This design comes from an exercise in tuning for small area on the open sky130 flow, not from production work. In this exercise RTL edits were held to simulation tests only and were not proved equivalent to the original. The clock port is modelled as an ideal driver, which makes a skipped or thinned clock tree look cheaper than it is; a real chip needs a root buffer or a tree. No activity file was given, so power comes from the tool's default toggle rates.

==> job 9327: inputs <==
==> flow/design.v <==
`timescale 1ns / 1ps
module metro_istasyonu #(
    parameter [31:0] HALF_PERIOD = 32'd1000,
    parameter SCAN_BIT = 6
)(
    input clk,
    input rst,
    input switch_yon,
    input [5:0] switch_first,
    output dp,
    output [6:0] sseg,
    output [3:0] an,
    output [5:0] leds
    );
    assign dp = 1'b1;
    reg [5:0] sc;
    reg [1:0] dig;
    wire sc_z = ~|sc[4:0];
    wire sc_fb = sc[5] ^ sc[4] ^ sc_z;
    wire dig_step = sc[5] & sc_z;           
    reg [10:0] dv;
    localparam [10:0] DV_RST  = 11'b11111101010;    
    localparam [10:0] DV_TICK = 11'b01011000100;    
    localparam [10:0] DV_LOOP = 11'b11110101000;    
    wire tick = (dv == DV_TICK);
    wire [10:0] dv_nx = {dv[9:0], dv[10] ^ dv[8]};
    reg [4:0] sec;       
    reg [5:0] s;         
    reg [5:0] st;        
    reg yon;
    reg [1:0] ra;        
    reg [1:0] rb;        
    reg [6:0] sseg_r;
    reg [3:0] an_r;
    wire run = |s;
    wire onehot = (st == 6'b000001) | (st == 6'b000010) | (st == 6'b000100) |
                  (st == 6'b001000) | (st == 6'b010000) | (st == 6'b100000);
    wire valid = run & onehot;
    wire [2:0] idx;
    assign idx[0] = valid & (st[0] | st[2] | st[5]);
    assign idx[1] = valid & (st[0] | st[1] | st[4] | st[5]);
    assign idx[2] = valid & (st[0] | st[1] | st[3]);
    wire [1:0] pa = ra + dig;
    reg [1:0] pb;
    always @* begin
        case ({rb, dig})
            4'b00_00, 4'b00_11, 4'b01_10, 4'b10_01: pb = 2'd0;
            4'b00_01, 4'b01_00, 4'b01_11, 4'b10_10: pb = 2'd1;
            default: pb = 2'd2;
        endcase
    end
    wire [6:0] rom;
    assign rom[0] = (~idx[0] & ~idx[1] & ~idx[2]) | (~pa[0] & pb[0] & ~idx[1]) | (pa[0] & ~pb[0] & idx[1] & idx[2]) | (~pa[1] & pb[1] & idx[0] & idx[2]) | (pa[0] & pa[1] & idx[1] & ~idx[2]) | (pa[0] & ~pa[1] & idx[0] & idx[1]) | (~pa[0] & pa[1] & ~pb[1] & idx[0] & idx[1]) | (pa[1] & pb[1] & idx[0] & ~idx[2]) | (pa[0] & pb[1] & idx[2]) | (~pa[0] & ~pb[1] & ~idx[0] & ~idx[1]) | (pa[0] & pa[1] & pb[0] & ~idx[2]) | (~pa[0] & pb[1] & idx[0] & ~idx[1]) | (pa[0] & ~pa[1] & ~pb[0] & ~pb[1] & idx[0]);
    assign rom[1] = (~idx[0] & ~idx[1] & ~idx[2]) | (~pa[0] & ~pa[1] & pb[0] & ~idx[1]) | (pa[0] & ~idx[0] & ~idx[2]) | (pa[0] & pa[1] & idx[1] & ~idx[2]) | (pa[0] & pb[1] & ~idx[0]) | (pa[0] & ~pb[0] & ~pb[1] & idx[0] & idx[2]) | (~pa[0] & pa[1] & pb[0] & idx[0] & idx[2]) | (~pa[0] & ~pa[1] & pb[1] & idx[0] & idx[2]) | (pa[0] & pa[1] & ~pb[0] & idx[0]) | (pb[1] & ~idx[0] & ~idx[1]) | (~pa[0] & pb[0] & ~idx[0] & ~idx[1]);
    assign rom[2] = (~idx[0] & ~idx[1] & ~idx[2]) | (pa[0] & pb[1] & ~idx[1]) | (~pa[0] & ~pa[1] & ~idx[0] & ~idx[2]) | (pa[0] & pa[1] & idx[1] & ~idx[2]) | (pa[0] & pb[1] & ~idx[0] & idx[2]) | (pa[0] & ~pb[0] & ~pb[1] & idx[0] & idx[2]) | (~pa[0] & pa[1] & pb[0] & idx[0] & idx[2]) | (~pa[0] & ~pa[1] & pb[1] & idx[0] & idx[2]) | (~pa[0] & ~pa[1] & ~pb[1] & ~idx[1] & ~idx[2]) | (pa[0] & pa[1] & pb[1]);
    assign rom[3] = (~idx[0] & ~idx[1] & ~idx[2]) | (pa[1] & idx[0] & idx[1]) | (pa[0] & idx[0] & idx[1]) | (pa[0] & pb[0] & idx[2]) | (pb[1] & idx[2]) | (~pb[0] & idx[0] & idx[2]) | (pa[0] & ~pb[0] & ~pb[1] & ~idx[1]) | (pa[0] & pa[1] & idx[1] & ~idx[2]) | (~pa[1] & pb[0] & idx[0] & ~idx[1]) | (pa[0] & pa[1] & pb[1]) | (pa[1] & ~pb[0] & ~pb[1] & idx[0]);
    assign rom[4] = (~idx[0] & ~idx[1] & ~idx[2]) | (pa[0] & pa[1] & ~idx[2]) | (~pa[0] & ~pa[1] & idx[0] & idx[1] & ~idx[2]) | (pa[0] & ~pb[0] & idx[1] & idx[2]) | (~pa[0] & pb[0] & ~idx[0] & idx[1] & idx[2]) | (pb[1] & ~idx[0] & ~idx[1]) | (~pa[1] & pb[0] & idx[0] & ~idx[1]) | (~pa[1] & pb[1] & idx[0] & idx[2]) | (~pa[0] & pa[1] & pb[0] & idx[0] & idx[2]);
    assign rom[5] = (~idx[0] & ~idx[1] & ~idx[2]) | (pa[0] & pb[1] & ~idx[1]) | (pa[1] & ~idx[0] & ~idx[2]) | (pa[0] & pa[1] & ~idx[2]) | (pa[0] & ~pb[0] & idx[1] & idx[2]) | (~pa[0] & ~pb[0] & ~idx[0] & ~idx[1]) | (~pa[0] & pb[0] & idx[1] & idx[2]) | (~pa[0] & ~pa[1] & ~pb[1] & idx[0] & ~idx[2]) | (~pa[0] & ~pa[1] & pb[1] & idx[0] & idx[1]) | (~pb[0] & ~pb[1] & ~idx[0] & idx[1] & idx[2]);
    assign rom[6] = (~idx[0] & ~idx[2]) | (~pa[0] & ~pa[1] & idx[1] & ~idx[2]) | (pa[0] & pa[1] & ~idx[2]) | (~pa[0] & pb[0] & ~idx[1]) | (~pa[0] & ~pb[0] & ~idx[0] & idx[1]) | (pa[0] & ~pb[0] & idx[0] & idx[2]) | (~pa[0] & pb[0] & idx[0] & idx[2]) | (pb[1] & ~idx[0]) | (~pa[1] & pb[1] & idx[2]);
    wire load = (switch_first != s);
    wire [5:0] dk = load ? switch_first : (run ? st : 6'd0);
    wire nz = |dk;
    wire wrap = nz & (sec == 5'd23);
    wire roll = (sec != 5'd0) & (sec != 5'd23);
    wire yon_l = load ? switch_yon : yon;
    wire yon_n = (dk == 6'b100000) ? 1'b1 : (dk == 6'b000001) ? 1'b0 : yon_l;
    wire [1:0] ra_l = load ? 2'd0 : ra;
    wire [1:0] rb_l = load ? 2'd0 : rb;
    wire disp = ~(sec[4] & sec[2]);           
    always @(posedge clk) begin
        if (rst) begin
            sc <= 6'd0;
            dig <= 2'd0;
            dv <= DV_RST;
            sec <= 5'd0;
            s <= 6'd0;
            sseg_r <= 7'b1111111;
            an_r <= 4'b0000;
        end else begin
            sseg_r <= disp ? rom : 7'b1111111;
            an_r <= disp ? ~(4'b0001 << dig) : 4'b1111;
            sc <= {sc[4:0], sc_fb};
            if (dig_step) dig <= dig + 1'b1;
            dv <= tick ? DV_LOOP : dv_nx;
            if (tick) begin
                s <= switch_first;
                if (nz) sec <= wrap ? 5'd0 : sec + 1'b1;
            end
        end
        if (tick) begin
            if (load && switch_first != 6'd0) st <= switch_first;
            yon <= yon_l;
            ra <= ra_l;
            rb <= rb_l;
            if (roll) begin
                ra <= ra_l + 1'b1;
                rb <= (rb_l == 2'd2) ? 2'd0 : rb_l + 1'b1;
            end
            if (wrap) begin
                ra <= 2'd0;
                rb <= 2'd0;
                yon <= yon_n;
                st <= yon_n ? {1'b0, dk[5:1]} : {dk[4:0], 1'b0};
            end
        end
    end
    assign sseg = sseg_r;
    assign an = an_r;
    assign leds = (sec != 5'd0 && sec <= 5'd20) ? st : 6'd0;
endmodule
==> flow/run.sh <==
#!/bin/bash
# synth_recipe.tcl (not shown) runs the flow's synth.tcl, then flattens the netlist and writes it again
# the make line also repeats each setting of config.mk as NAME=value (left out here)
make -C /OpenROAD-flow-scripts/flow DESIGN_CONFIG=/design/flow/config.mk WORK_HOME=/design/flow/orfs CLKGATE_MAP_FILE= SYNTH_SCRIPT=/design/flow/synth_recipe.tcl finish
==> flow/config.mk <==
export PLATFORM = sky130hd
export DESIGN_NAME = metro_istasyonu
export DESIGN_NICKNAME = metro_istasyonu
export VERILOG_FILES = /design/flow/design.v
export SDC_FILE = /design/flow/constraint.sdc
export NUM_CORES = 4
export LEC_CHECK = 0
export CAP_MARGIN = 20
export CORE_MARGIN = 2
export CORE_UTILIZATION = 40
export SLEW_MARGIN = 20
==> flow/constraint.sdc <==
create_clock -name core_clock -period 10.0 [get_ports {clk}]
set_input_delay 2.0000 -clock core_clock [delete_from_list [all_inputs] [get_ports {clk}]]
set_output_delay 2.0000 -clock core_clock [all_outputs]
set_load 0.01 [all_outputs]
==> job 9547 (differences from job 9327) <==
==> flow/flow/run.sh (new file) <==
#!/bin/bash
# Own layout flow: the standard flow, with two changes.
#  1. Synthesis runs the standard synthesis script unchanged, but with ABC's
#     area script replaced by a deeper area-oriented one (&deepsyn), so only
#     the combinational mapping differs; registers keep their names and cells.
#  2. Ports are buffered with sky130_fd_sc_hd__buf_1 instead of the default
#     delay-buffer cell.
# Each step's full output goes to a log file of its own in this folder.
set -euo pipefail
here=$(pwd)
rm -rf "$here/scripts_mod"
cp -r "$FLOW_HOME/scripts" "$here/scripts_mod"
cp "$here/flow/abc_deep.script" "$here/scripts_mod/abc_area.script"

SCRIPTS_DIR="$here/scripts_mod" ABC_AREA=1 bash standard.sh synth > "$here/log_synth.txt" 2>&1
BUFFER_PORTS_ARGS="-buffer_cell sky130_fd_sc_hd__buf_1" bash standard.sh > "$here/log_layout.txt" 2>&1
ls -l out/final.def
==> flow/flow/abc_deep.script (new file) <==
&get -n
&st
&deepsyn -T 60
&nf -R 1000
&put
==> flow/standard.sh (new file) <==
#!/bin/bash
# synth_recipe.tcl (not shown) runs the flow's synth.tcl, then flattens the netlist and writes it again
# the make line also repeats each setting of config.mk as NAME=value (left out here)
make -C /OpenROAD-flow-scripts/flow DESIGN_CONFIG=/design/flow/config.mk WORK_HOME=/design/flow/orfs CLKGATE_MAP_FILE= SYNTH_SCRIPT=/design/flow/synth_recipe.tcl "${@:-finish}"
Settings changed: ABC_AREA from default to 1.
removed: flow/run.sh
==> job 8300 (differences from job 9327) <==
==> flow/design.v, changed modules only <==
module metro_istasyonu #(
    parameter [31:0] HALF_PERIOD = 32'd1000,
    parameter SCAN_BIT = 6
)(
    input clk,
    input rst,
    input switch_yon,
    input [5:0] switch_first,
    output dp,
    output [6:0] sseg,
    output [3:0] an,
    output [5:0] leds
    );
    assign dp = 1'b1;
    reg rst_d;                   
    reg [5:0] sw_d;              
    reg yon_d;
    reg [5:0] sc;
    reg [1:0] dig;
    wire sc_z = ~|sc[4:0];
    wire sc_fb = sc[5] ^ sc[4] ^ sc_z;
    wire dig_step = sc[5] & sc_z;           
    reg [10:0] dv;
    localparam [10:0] DV_RST  = 11'b10110010011;
    localparam [10:0] DV_TICK = 11'b00011001101;    
    localparam [10:0] DV_LOOP = 11'b10010011011;    
    wire tick = (dv == DV_TICK);
    wire [10:0] dv_nx = {dv[9:0], dv[10] ^ dv[8]};
    reg [4:0] sec;       
    reg [5:0] s;         
    reg [5:0] st;        
    reg yon;
    reg [1:0] ra;        
    reg [1:0] rb;        
    wire run = |s;
    wire onehot = (st == 6'b000001) | (st == 6'b000010) | (st == 6'b000100) |
                  (st == 6'b001000) | (st == 6'b010000) | (st == 6'b100000);
    wire valid = run & onehot;
    wire [2:0] idx;
    assign idx[0] = valid & (st[0] | st[2] | st[5]);
    assign idx[1] = valid & (st[0] | st[1] | st[4] | st[5]);
    assign idx[2] = valid & (st[0] | st[1] | st[3]);
    wire [1:0] pa = ra + dig;
    reg [1:0] pb;
    always @* begin
        case ({rb, dig})
            4'b00_00, 4'b00_11, 4'b01_10, 4'b10_01: pb = 2'd0;
            4'b00_01, 4'b01_00, 4'b01_11, 4'b10_10: pb = 2'd1;
            default: pb = 2'd2;
        endcase
    end
    wire [6:0] rom;
    assign rom[0] = (~idx[0] & ~idx[1] & ~idx[2]) | (~pa[0] & pb[0] & ~idx[1]) | (pa[0] & ~pb[0] & idx[1] & idx[2]) | (~pa[1] & pb[1] & idx[0] & idx[2]) | (pa[0] & pa[1] & idx[1] & ~idx[2]) | (pa[0] & ~pa[1] & idx[0] & idx[1]) | (~pa[0] & pa[1] & ~pb[1] & idx[0] & idx[1]) | (pa[1] & pb[1] & idx[0] & ~idx[2]) | (pa[0] & pb[1] & idx[2]) | (~pa[0] & ~pb[1] & ~idx[0] & ~idx[1]) | (pa[0] & pa[1] & pb[0] & ~idx[2]) | (~pa[0] & pb[1] & idx[0] & ~idx[1]) | (pa[0] & ~pa[1] & ~pb[0] & ~pb[1] & idx[0]);
    assign rom[1] = (~idx[0] & ~idx[1] & ~idx[2]) | (~pa[0] & ~pa[1] & pb[0] & ~idx[1]) | (pa[0] & ~idx[0] & ~idx[2]) | (pa[0] & pa[1] & idx[1] & ~idx[2]) | (pa[0] & pb[1] & ~idx[0]) | (pa[0] & ~pb[0] & ~pb[1] & idx[0] & idx[2]) | (~pa[0] & pa[1] & pb[0] & idx[0] & idx[2]) | (~pa[0] & ~pa[1] & pb[1] & idx[0] & idx[2]) | (pa[0] & pa[1] & ~pb[0] & idx[0]) | (pb[1] & ~idx[0] & ~idx[1]) | (~pa[0] & pb[0] & ~idx[0] & ~idx[1]);
    assign rom[2] = (~idx[0] & ~idx[1] & ~idx[2]) | (pa[0] & pb[1] & ~idx[1]) | (~pa[0] & ~pa[1] & ~idx[0] & ~idx[2]) | (pa[0] & pa[1] & idx[1] & ~idx[2]) | (pa[0] & pb[1] & ~idx[0] & idx[2]) | (pa[0] & ~pb[0] & ~pb[1] & idx[0] & idx[2]) | (~pa[0] & pa[1] & pb[0] & idx[0] & idx[2]) | (~pa[0] & ~pa[1] & pb[1] & idx[0] & idx[2]) | (~pa[0] & ~pa[1] & ~pb[1] & ~idx[1] & ~idx[2]) | (pa[0] & pa[1] & pb[1]);
    assign rom[3] = (~idx[0] & ~idx[1] & ~idx[2]) | (pa[1] & idx[0] & idx[1]) | (pa[0] & idx[0] & idx[1]) | (pa[0] & pb[0] & idx[2]) | (pb[1] & idx[2]) | (~pb[0] & idx[0] & idx[2]) | (pa[0] & ~pb[0] & ~pb[1] & ~idx[1]) | (pa[0] & pa[1] & idx[1] & ~idx[2]) | (~pa[1] & pb[0] & idx[0] & ~idx[1]) | (pa[0] & pa[1] & pb[1]) | (pa[1] & ~pb[0] & ~pb[1] & idx[0]);
    assign rom[4] = (~idx[0] & ~idx[1] & ~idx[2]) | (pa[0] & pa[1] & ~idx[2]) | (~pa[0] & ~pa[1] & idx[0] & idx[1] & ~idx[2]) | (pa[0] & ~pb[0] & idx[1] & idx[2]) | (~pa[0] & pb[0] & ~idx[0] & idx[1] & idx[2]) | (pb[1] & ~idx[0] & ~idx[1]) | (~pa[1] & pb[0] & idx[0] & ~idx[1]) | (~pa[1] & pb[1] & idx[0] & idx[2]) | (~pa[0] & pa[1] & pb[0] & idx[0] & idx[2]);
    assign rom[5] = (~idx[0] & ~idx[1] & ~idx[2]) | (pa[0] & pb[1] & ~idx[1]) | (pa[1] & ~idx[0] & ~idx[2]) | (pa[0] & pa[1] & ~idx[2]) | (pa[0] & ~pb[0] & idx[1] & idx[2]) | (~pa[0] & ~pb[0] & ~idx[0] & ~idx[1]) | (~pa[0] & pb[0] & idx[1] & idx[2]) | (~pa[0] & ~pa[1] & ~pb[1] & idx[0] & ~idx[2]) | (~pa[0] & ~pa[1] & pb[1] & idx[0] & idx[1]) | (~pb[0] & ~pb[1] & ~idx[0] & idx[1] & idx[2]);
    assign rom[6] = (~idx[0] & ~idx[2]) | (~pa[0] & ~pa[1] & idx[1] & ~idx[2]) | (pa[0] & pa[1] & ~idx[2]) | (~pa[0] & pb[0] & ~idx[1]) | (~pa[0] & ~pb[0] & ~idx[0] & idx[1]) | (pa[0] & ~pb[0] & idx[0] & idx[2]) | (~pa[0] & pb[0] & idx[0] & idx[2]) | (pb[1] & ~idx[0]) | (~pa[1] & pb[1] & idx[2]);
    wire load = (sw_d != s);
    wire newst = load & (|sw_d);
    wire [5:0] dk = load ? sw_d : (run ? st : 6'd0);
    wire nz = |dk;
    wire wrap = nz & (sec == 5'd23);
    wire roll = (sec != 5'd0) & (sec != 5'd23);
    wire yon_l = load ? yon_d : yon;
    wire yon_n = (dk == 6'b100000) ? 1'b1 : (dk == 6'b000001) ? 1'b0 : yon_l;
    wire [1:0] ra_l = load ? 2'd0 : ra;
    wire [1:0] rb_l = load ? 2'd0 : rb;
    reg [4:0] sec_n;
    reg [5:0] st_n;
    always @* begin
        sec_n = sec;
        st_n = st;
        if (tick) begin
            if (newst) st_n = sw_d;
            if (nz) sec_n = wrap ? 5'd0 : sec + 1'b1;
            if (wrap) st_n = yon_n ? {1'b0, dk[5:1]} : {dk[4:0], 1'b0};
        end
    end
    always @(posedge clk) begin
        rst_d <= rst;
        sw_d <= switch_first;
        yon_d <= switch_yon;
        if (rst) begin
            sc <= 6'b100000;
            dig <= 2'd3;
            dv <= DV_RST;
            sec <= 5'd0;
            s <= 6'd0;
        end else begin
            sc <= {sc[4:0], sc_fb};
            if (dig_step) dig <= dig + 1'b1;
            dv <= tick ? DV_LOOP : dv_nx;
            sec <= sec_n;
            if (tick) s <= sw_d;
        end
        st <= st_n;
        if (tick) begin
            yon <= yon_l;
            ra <= ra_l;
            rb <= rb_l;
            if (roll) begin
                ra <= ra_l + 1'b1;
                rb <= (rb_l == 2'd2) ? 2'd0 : rb_l + 1'b1;
            end
            if (wrap) begin
                ra <= 2'd0;
                rb <= 2'd0;
                yon <= yon_n;
            end
        end
    end
    wire disp = ~rst_d & ~(sec[4] & sec[2]);           
    assign sseg = disp ? rom : 7'b1111111;
    assign an = rst_d ? 4'b0000 : ~sec[4] | ~sec[2] ? ~(4'b0001 << dig) : 4'b1111;
    assign leds = (sec_n != 5'd0 && sec_n <= 5'd20) ? st_n : 6'd0;
endmodule
==> flow/flow/run.sh (new file) <==
#!/bin/bash
# Own layout flow: the standard flow (standard.sh, ORFS), run with a copy
# of ORFS's scripts in which three things differ:
#  1. Synthesis runs the standard synthesis script unchanged, but ABC's area
#     script is replaced by a deeper area-oriented one (&deepsyn), so only
#     the combinational mapping differs; registers keep their names and cells.
#  2. Ports are buffered with sky130_fd_sc_hd__buf_1 instead of the default
#     delay-buffer cell.
#  3. The clock tree is three clkbuf_8 buffers driven from the clock port, each
#     driving the registers of one placement cluster (manual_cts.tcl), in
#     place of TritonCTS's five-buffer H-tree with dummy loads.
# Each step's full output goes to a log file of its own in this folder.
set -euo pipefail
here=$(pwd)
rm -rf "$here/scripts_mod"
cp -r "$FLOW_HOME/scripts" "$here/scripts_mod"
cp "$here/flow/abc_deep.script" "$here/scripts_mod/abc_area.script"
cp "$here/flow/manual_cts.tcl" "$here/scripts_mod/manual_cts.tcl"
sed -i 's|^log_cmd clock_tree_synthesis {\*}$cts_args$|source $::env(SCRIPTS_DIR)/manual_cts.tcl\nmanual_cts 3 sky130_fd_sc_hd__clkbuf_8|' "$here/scripts_mod/cts.tcl"
grep -q "manual_cts 3" "$here/scripts_mod/cts.tcl"
export SCRIPTS_DIR="$here/scripts_mod"
export BUFFER_PORTS_ARGS="-buffer_cell sky130_fd_sc_hd__buf_1"
bash standard.sh synth > "$here/log_synth.txt" 2>&1
bash standard.sh > "$here/log_layout.txt" 2>&1
ls -l out/final.def
==> flow/flow/abc_deep.script (new file) <==
&get -n
&st
&deepsyn -T 60
&nf -R 1000
&put
==> flow/flow/manual_cts.tcl (new file) <==
# Clock tree of a few buffers driven straight from the clock port: the
# registers are split into groups by position (k-means), and each group is
# driven by one clock buffer placed at its centre.
proc manual_cts { nbuf cell } {
  set block [ord::get_db_block]
  set clknet [[$block findBTerm clk] getNet]
  set master [[ord::get_db] findMaster $cell]
  set sinks {}
  foreach it [$clknet getITerms] {
    set inst [$it getInst]
    set bb [$inst getBBox]
    lappend sinks [list $it [expr ([$bb xMin]+[$bb xMax])/2.0] [expr ([$bb yMin]+[$bb yMax])/2.0]]
  }
  set sinks [lsort -real -index 1 $sinks]
  set n [llength $sinks]
  # initial centres: spread along x
  set cx {}; set cy {}
  for {set k 0} {$k < $nbuf} {incr k} {
    set s [lindex $sinks [expr int(($k + 0.5) * $n / $nbuf)]]
    lappend cx [lindex $s 1]; lappend cy [lindex $s 2]
  }
  for {set iter 0} {$iter < 30} {incr iter} {
    set assign {}
    foreach s $sinks {
      set best 0; set bd 1e30
      for {set k 0} {$k < $nbuf} {incr k} {
        set d [expr abs([lindex $s 1]-[lindex $cx $k]) + abs([lindex $s 2]-[lindex $cy $k])]
        if {$d < $bd} { set bd $d; set best $k }
      }
      lappend assign $best
    }
    set ncx {}; set ncy {}
    for {set k 0} {$k < $nbuf} {incr k} {
      set sx 0; set sy 0; set c 0
      foreach s $sinks a $assign { if {$a == $k} { set sx [expr $sx+[lindex $s 1]]; set sy [expr $sy+[lindex $s 2]]; incr c } }
      if {$c > 0} { lappend ncx [expr $sx/$c]; lappend ncy [expr $sy/$c] } else { lappend ncx [lindex $cx $k]; lappend ncy [lindex $cy $k] }
    }
    set cx $ncx; set cy $ncy
  }
  for {set k 0} {$k < $nbuf} {incr k} {
    set inst [odb::dbInst_create $block $master "clkbuf_m_$k"]
    set net [odb::dbNet_create $block "clknet_m_$k"]
    $net setSigType CLOCK
    [$inst findITerm A] connect $clknet
    [$inst findITerm X] connect $net
    $inst setLocation [expr int([lindex $cx $k])] [expr int([lindex $cy $k])]
    $inst setPlacementStatus PLACED
    foreach s $sinks a $assign { if {$a == $k} { set it [lindex $s 0]; $it disconnect; $it connect $net } }
  }
  set_propagated_clock [all_clocks]
}
==> flow/standard.sh (new file) <==
#!/bin/bash
# synth_recipe.tcl (not shown) runs the flow's synth.tcl, then flattens the netlist and writes it again
# the make line also repeats each setting of config.mk as NAME=value (left out here)
make -C /OpenROAD-flow-scripts/flow DESIGN_CONFIG=/design/flow/config.mk WORK_HOME=/design/flow/orfs CLKGATE_MAP_FILE= SYNTH_SCRIPT=/design/flow/synth_recipe.tcl "${@:-finish}"
Settings changed: ABC_AREA from default to 1, CORE_UTILIZATION 40 to 70.
removed: flow/run.sh
==> comparison table <==
metric	job 8300	job 9547	job 9327
Synthesized area per cell	8.75 um2	8.97 um2	8.32 um2
Fraction of standard cell area in multi-input logic	52.8%	46.7%	54.0%
Filler Cells Inserted	260	627	798
DRT met1 WL	2430 um	2740 um	3780 um
Cts bufs inserted	-	5	5
DRT Wirelength	5440 um	5480 um	8000 um
Min-Delay Endpoint	dv[4]$_SDFF_PP1_	dv[3]$_SDFF_PP1_	dv[7]$_SDFF_PP1_
Outcome	no timing/DRC/antenna violations	no timing/DRC/antenna violations	no timing/DRC/antenna violations
Power share of the combinational group	12.8%	4.5%	6.7%
Worst slack, placed	3.94 ns	4.69 ns	5.36 ns
Placement-stage cell area	2660 um2	2720 um2	3580 um2
Relative slew slack	35.5%	43.1%	42.4%
Crit. End Element	output pin	flop	output pin
Actual transition at the worst max-transition pin	0.967 ns	0.847 ns	0.855 ns
FF-to-FF setup slack	6.02 ns	6.41 ns	7.33 ns
Iter 0 DRT Violations	202	161	192
Max VDD drop	0.000139 V	0.0000786 V	0.0000623 V
Tap Count	46	75	105
Core footprint	3390 um2	6030 um2	8130 um2
Destination of the worst register-to-register timing path	st[4]$_DFF_P_	yon$_DFFE_PP_	sseg_r[2]$_SDFF_PP1_
In job 8300 the design's own scripts or RTL, not TritonCTS, make the clock network.

-- afterwards: timing with drivers on the ports --
Ports are ideal in the flow. The routed layouts listed here were re-timed in OpenROAD.
Step 1 assumes that a clkbuf_16 drives the clock port and a buf_2 every other input.
Step 2 moves the port delays by t, midway between the first and last clock arrival at a register: inputs arrive t later, outputs are due t later. That takes back most of the time a late clock gives input paths.
Three values: no drivers, after step 1, after step 2; two values: the first two.
run	t, ns	setup WS [ns]	worst slew at a driven data input, ns	cell pins on the clock port's net
job 9327	0.341	5.613 / 5.582 / 5.330	0.03	1
job 9547	0.332	4.902 / 4.908 / 4.576	0.03	1
job 8300	0.198	3.596 / 3.551 / 3.749	0.03	3
After both steps every run listed still meets setup and hold. The setup slack of job 9547, which loses most, moves by +0.006 ns with the drivers and by -0.326 ns with both steps.
